From an optimization exercise on the open Yosys and OpenROAD flow, aimed at small area and a short achievable clock period; shortcuts taken in it are not production practice.
Function was checked by simulation only, so behaviour that the tests miss may differ from the original.

== umber ==
// simon32_64
module simon32_64 (
  input  logic        clk, reset,
  input  logic        in_valid,
  input  logic [31:0] plaintext,
  input  logic [63:0] key,
  output logic        out_valid,
  output logic [31:0] ciphertext
);
export LEC_CHECK = 0
export CAP_MARGIN = 20
export CORE_MARGIN = 2
export CORE_UTILIZATION = 55
export GPL_TIMING_DRIVEN = 0
export SETUP_SLACK_MARGIN = 1.0
export SLEW_MARGIN = 20
export SYNTH_HIERARCHICAL = 1
export SYNTH_MINIMUM_KEEP_SIZE = 0
create_clock -name core_clock -period 2.5 [get_ports {clk}]
standard.sh (not shown) runs the stock make flow with config.mk's settings and CLKGATE_MAP_FILE= SYNTH_SCRIPT=/design/flow/synth_recipe.tcl, a recipe that flattens the netlist after the stock synthesis.
==> flow/flow/run.sh <==
#!/bin/bash
# The standard layout, except that the output ports get a fast buffer (buf_4) instead of the
# default port buffer; the input ports keep the default. Everything else is standard.sh as is.
set -euo pipefail
here=$(pwd)
bash standard.sh DONT_BUFFER_PORTS=1 PRE_GLOBAL_PLACE_TCL="$here/flow/ports.tcl" finish > "$here/flow_standard.log" 2>&1
==> flow/flow/ports.tcl <==
# Port buffers, placed where global_place.tcl would put them: inputs with the default cell,
# outputs with a fast buffer.
buffer_ports -inputs
buffer_ports -outputs -buffer_cell sky130_fd_sc_hd__buf_4
Input-level comparison between indigo and umber:
- setting PLACE_DENSITY to 0.8 for the first time
- setting CTS_CLUSTER_SIZE to 30 for the first time
- changing SETUP_SLACK_MARGIN from 1.0 to 0.85
- setting CTS_CLUSTER_DIAMETER to 80 for the first time
- changing CORE_UTILIZATION from 55 to 65
The area occupied by multi-input gates number comes out higher for umber vs indigo.
Diff umber -> indigo: number of vias per cell now larger; tap cell count lost 226.
> inputs changed (indigo -> maple)
- CTS_CLUSTER_SIZE changed from 30 to 25
- CTS_CLUSTER_DIAMETER changed from 80 to 70
- GPL_ROUTABILITY_DRIVEN newly set to 0
### Flow results
Summary of maple over indigo: clock latency of the later-clocked register in the worst-skew pair shrank by 30 ps; global-route usage comparable; instance area after placement was more or less identical. Of maple and indigo, maple shows the lower setup slack, with indigo above it. On final-layout worst hold slack, indigo beats maple. Share of the cycle needed by the critical path after routing up 1.2 points in maple wrt indigo. indigo has a lower relative area change from synthesis to final layout than maple. There was hardly any difference in fraction of area in multi-input gates between maple and indigo. Largest net degree at the start of global routing: maple lower than indigo. Cmp maple and indigo / via total after detailed routing / lower: indigo.

---

## run A
Starting RTL as in the previous note.
clock: 2.5 ns
lec_check: 0
cap_margin: 20
core_margin: 2
core_utilization: 65
cts_cluster_diameter: 80
cts_cluster_size: 30
gpl_timing_driven: 0
setup_slack_margin: 0.85
slew_margin: 20
synth_hierarchical: 1
synth_minimum_keep_size: 0
Scripts as last shown in full above: flow/flow/run.sh, flow/flow/ports.tcl
[inputs] run B vs run A
Settings: CTS_CLUSTER_DIAMETER: 80 -> unset; CTS_CLUSTER_SIZE: 30 -> unset.
[summary]
- Run B closes out successfully: all stages finished, all timing, DRC and antenna checks passed.
- When the final numbers for run A and run B were put side by side, the antenna cell count turned out to be greater in run B.
- The ratio of cells with drive above 1 in the final layout in run B was higher than what run A gave.
- On worst setup slack after layout, run A tracks run B almost exactly.
Changes in run C relative to run B:
Settings: a change of CORE_UTILIZATION from 65 to 55; an added PLACE_DENSITY of 0.8; an added CTS_CLUSTER_DIAMETER of 80; an added CTS_CLUSTER_SIZE of 30.
==> summary.txt <==
Re placed cell count: run B was lower than run C.
Area taken by flip-flops and latches delta (run C -> run B): insignificant
Run C and run B ended up with nearly the same maximum frequency.
Looking at top layer reached by signal wires, the met4 result is from run C; the met5 one comes from run B.
Count of clock-buffer cells in the layout in run C vs run B: down 129

---

simon32_64 again, from the RTL that the note above started with.
// simon32_64
module simon32_64 (
  input  logic        clk, reset,
  input  logic        in_valid,
  input  logic [31:0] plaintext,
  input  logic [63:0] key,
  output logic        out_valid,
  output logic [31:0] ciphertext
);
clock: 2.5 ns
lec_check: 0
cap_margin: 20
core_margin: 2
core_utilization: 65
cts_cluster_diameter: 80
cts_cluster_size: 30
gpl_timing_driven: 0
place_density: 0.8
setup_slack_margin: 0.9
slew_margin: 20
synth_hierarchical: 1
synth_minimum_keep_size: 0
Scripts as last shown in full above: flow/flow/run.sh, flow/flow/ports.tcl
Change:
==> flow/flow/run.sh (replaced) <==
#!/bin/bash
# The standard layout, with two changes made just before global placement (flow/ports.tcl):
# the output ports get a fast buffer (buf_4) instead of the default port buffer, and every
# flip-flop starts at drive strength 2. Everything else is standard.sh as is.
set -euo pipefail
here=$(pwd)
bash standard.sh DONT_BUFFER_PORTS=1 PRE_GLOBAL_PLACE_TCL="$here/flow/ports.tcl" finish > "$here/flow_standard.log" 2>&1
--- a/flow/flow/ports.tcl
+++ b/flow/flow/ports.tcl
@@ -4 +4,10 @@
 buffer_ports -outputs -buffer_cell sky130_fd_sc_hd__buf_4
+# Flip-flops at drive strength 2 (same cell type, stronger output).
+set n_ff2 0
+foreach inst [[ord::get_db_block] getInsts] {
+  if {[[$inst getMaster] getName] eq "sky130_fd_sc_hd__dfxtp_1"} {
+    replace_cell [get_cells [$inst getName]] sky130_fd_sc_hd__dfxtp_2
+    incr n_ff2
+  }
+}
+puts "ports.tcl: $n_ff2 flip-flops set to dfxtp_2"
--- a/flow/config.mk
+++ b/flow/config.mk
@@ -12,5 +12,6 @@
 export CTS_CLUSTER_SIZE = 30
+export GPL_ROUTABILITY_DRIVEN = 0
 export GPL_TIMING_DRIVEN = 0
 export PLACE_DENSITY = 0.8
-export SETUP_SLACK_MARGIN = 0.9
+export SETUP_SLACK_MARGIN = 0.85
 export SLEW_MARGIN = 20
Core utilization is lower by 1.8 points; wire length is lower by 1.2%; final cell count is lower by 0.95%; critical path depth is higher by 1; worst hold slack improves by 3.7 ps; design area is lower by 2.3%; via count is lower by 0.78%; worst setup slack degrades by 66 ps; sequential cell count does not change.
Change:
==> flow/flow/run.sh (replaced) <==
#!/bin/bash
# The standard layout, except that the output ports get a fast buffer (buf_4) instead of the
# default port buffer; the input ports keep the default. Everything else is standard.sh as is.
set -euo pipefail
here=$(pwd)
bash standard.sh DONT_BUFFER_PORTS=1 PRE_GLOBAL_PLACE_TCL="$here/flow/ports.tcl" finish > "$here/flow_standard.log" 2>&1
==> flow/flow/ports.tcl (replaced) <==
# Port buffers, placed where global_place.tcl would put them: inputs with the default cell,
# outputs with a fast buffer.
buffer_ports -inputs
buffer_ports -outputs -buffer_cell sky130_fd_sc_hd__buf_4
--- a/flow/config.mk
+++ b/flow/config.mk
@@ -9,9 +9,8 @@
 export CORE_MARGIN = 2
-export CORE_UTILIZATION = 65
+export CORE_UTILIZATION = 55
 export CTS_CLUSTER_DIAMETER = 80
 export CTS_CLUSTER_SIZE = 30
-export GPL_ROUTABILITY_DRIVEN = 0
 export GPL_TIMING_DRIVEN = 0
 export PLACE_DENSITY = 0.8
-export SETUP_SLACK_MARGIN = 0.85
+export SETUP_SLACK_MARGIN = 0.95
 export SLEW_MARGIN = 20
@@ -19 +18,2 @@
 export SYNTH_MINIMUM_KEEP_SIZE = 0
+export TNS_END_PERCENT = 10
Global-route usage came out lower by 6.5 points.
Wire length came out lower by a few percent.
Setup slack barely changes.
Final area came out lower slightly.
Die area came out higher by about a fifth.
Utilization came out lower by 13 points.
Change:
--- a/flow/config.mk
+++ b/flow/config.mk
@@ -13,4 +13,3 @@
 export GPL_TIMING_DRIVEN = 0
-export PLACE_DENSITY = 0.8
-export SETUP_SLACK_MARGIN = 0.95
+export SETUP_SLACK_MARGIN = 1.0
 export SLEW_MARGIN = 20
@@ -18,2 +17 @@
 export SYNTH_MINIMUM_KEEP_SIZE = 0
-export TNS_END_PERCENT = 10
=> Design area came out higher by roughly a tenth. Cell count is higher by a few percent. Die area does not change. Synthesized cell count does not change. Synthesized area is unchanged. Clock skew went down by 13 ps. Via count rose slightly. Wire length goes up by roughly a tenth. Setup slack gains 51 ps. Non-clock buffer count rises by 154.

separate check: timing with driven ports:
Ports are ideal in the flow. The routed layouts listed here were re-timed in OpenROAD.
Step 1 (the two cells are an assumption about what drives the block):
set clk [get_ports {clk}]
set_driving_cell -lib_cell sky130_fd_sc_hd__clkbuf_16 $clk
set_driving_cell -lib_cell sky130_fd_sc_hd__buf_2 [delete_from_list [all_inputs] $clk]
Step 2 also shifts input and output timing later by t, the mid clock arrival at the registers, as if the neighbouring blocks saw the same clock.
a / b / c = ideal / step 1 / step 2; a / b = the first two.
| run | t, ns | setup WS [ns] | hold WS [ns] | worst setup path at the end |
|---|---|---|---|---|
| umber | 0.835 | 0.801 / 0.725 / 0.179 | 0.023 / -0.035 / 0.322 | input to register |
| indigo | 0.734 | 0.799 / 0.787 / 0.163 | 0.127 / 0.086 / 0.330 | input to register |
| maple | 0.722 | 0.770 / 0.792 / 0.076 | 0.113 / 0.066 / 0.324 | input to register |
| run A | 0.746 | 0.794 / 0.790 / 0.108 | 0.332 / 0.310 / 0.332 | input to register |
| run B | 0.820 | 0.796 / 0.745 / 0.083 | 0.303 / 0.250 / 0.322 | input to register |
| run C | 0.796 | 0.794 / 0.709 / 0.122 | 0.329 / 0.264 / 0.329 | input to register |
| the first run of note 3 | 0.731 | 0.834 / 0.787 / 0.198 | 0.101 / 0.064 / 0.325 | input to register |
| the second run of note 3 | 0.756 | 0.767 / 0.767 / 0.146 | 0.104 / 0.061 / 0.338 | input to register |
| the third run of note 3 | 0.785 | 0.769 / 0.728 / 0.075 | 0.257 / 0.198 / 0.335 | input to register |
| the fourth run of note 3 | 0.797 | 0.820 / 0.747 / 0.199 | 0.041 / -0.009 / 0.340 | input to register |
After both steps setup and hold are still met in every run listed. The setup slack of run B, which loses most, moves by -0.051 ns with the drivers and by -0.713 ns with both steps.
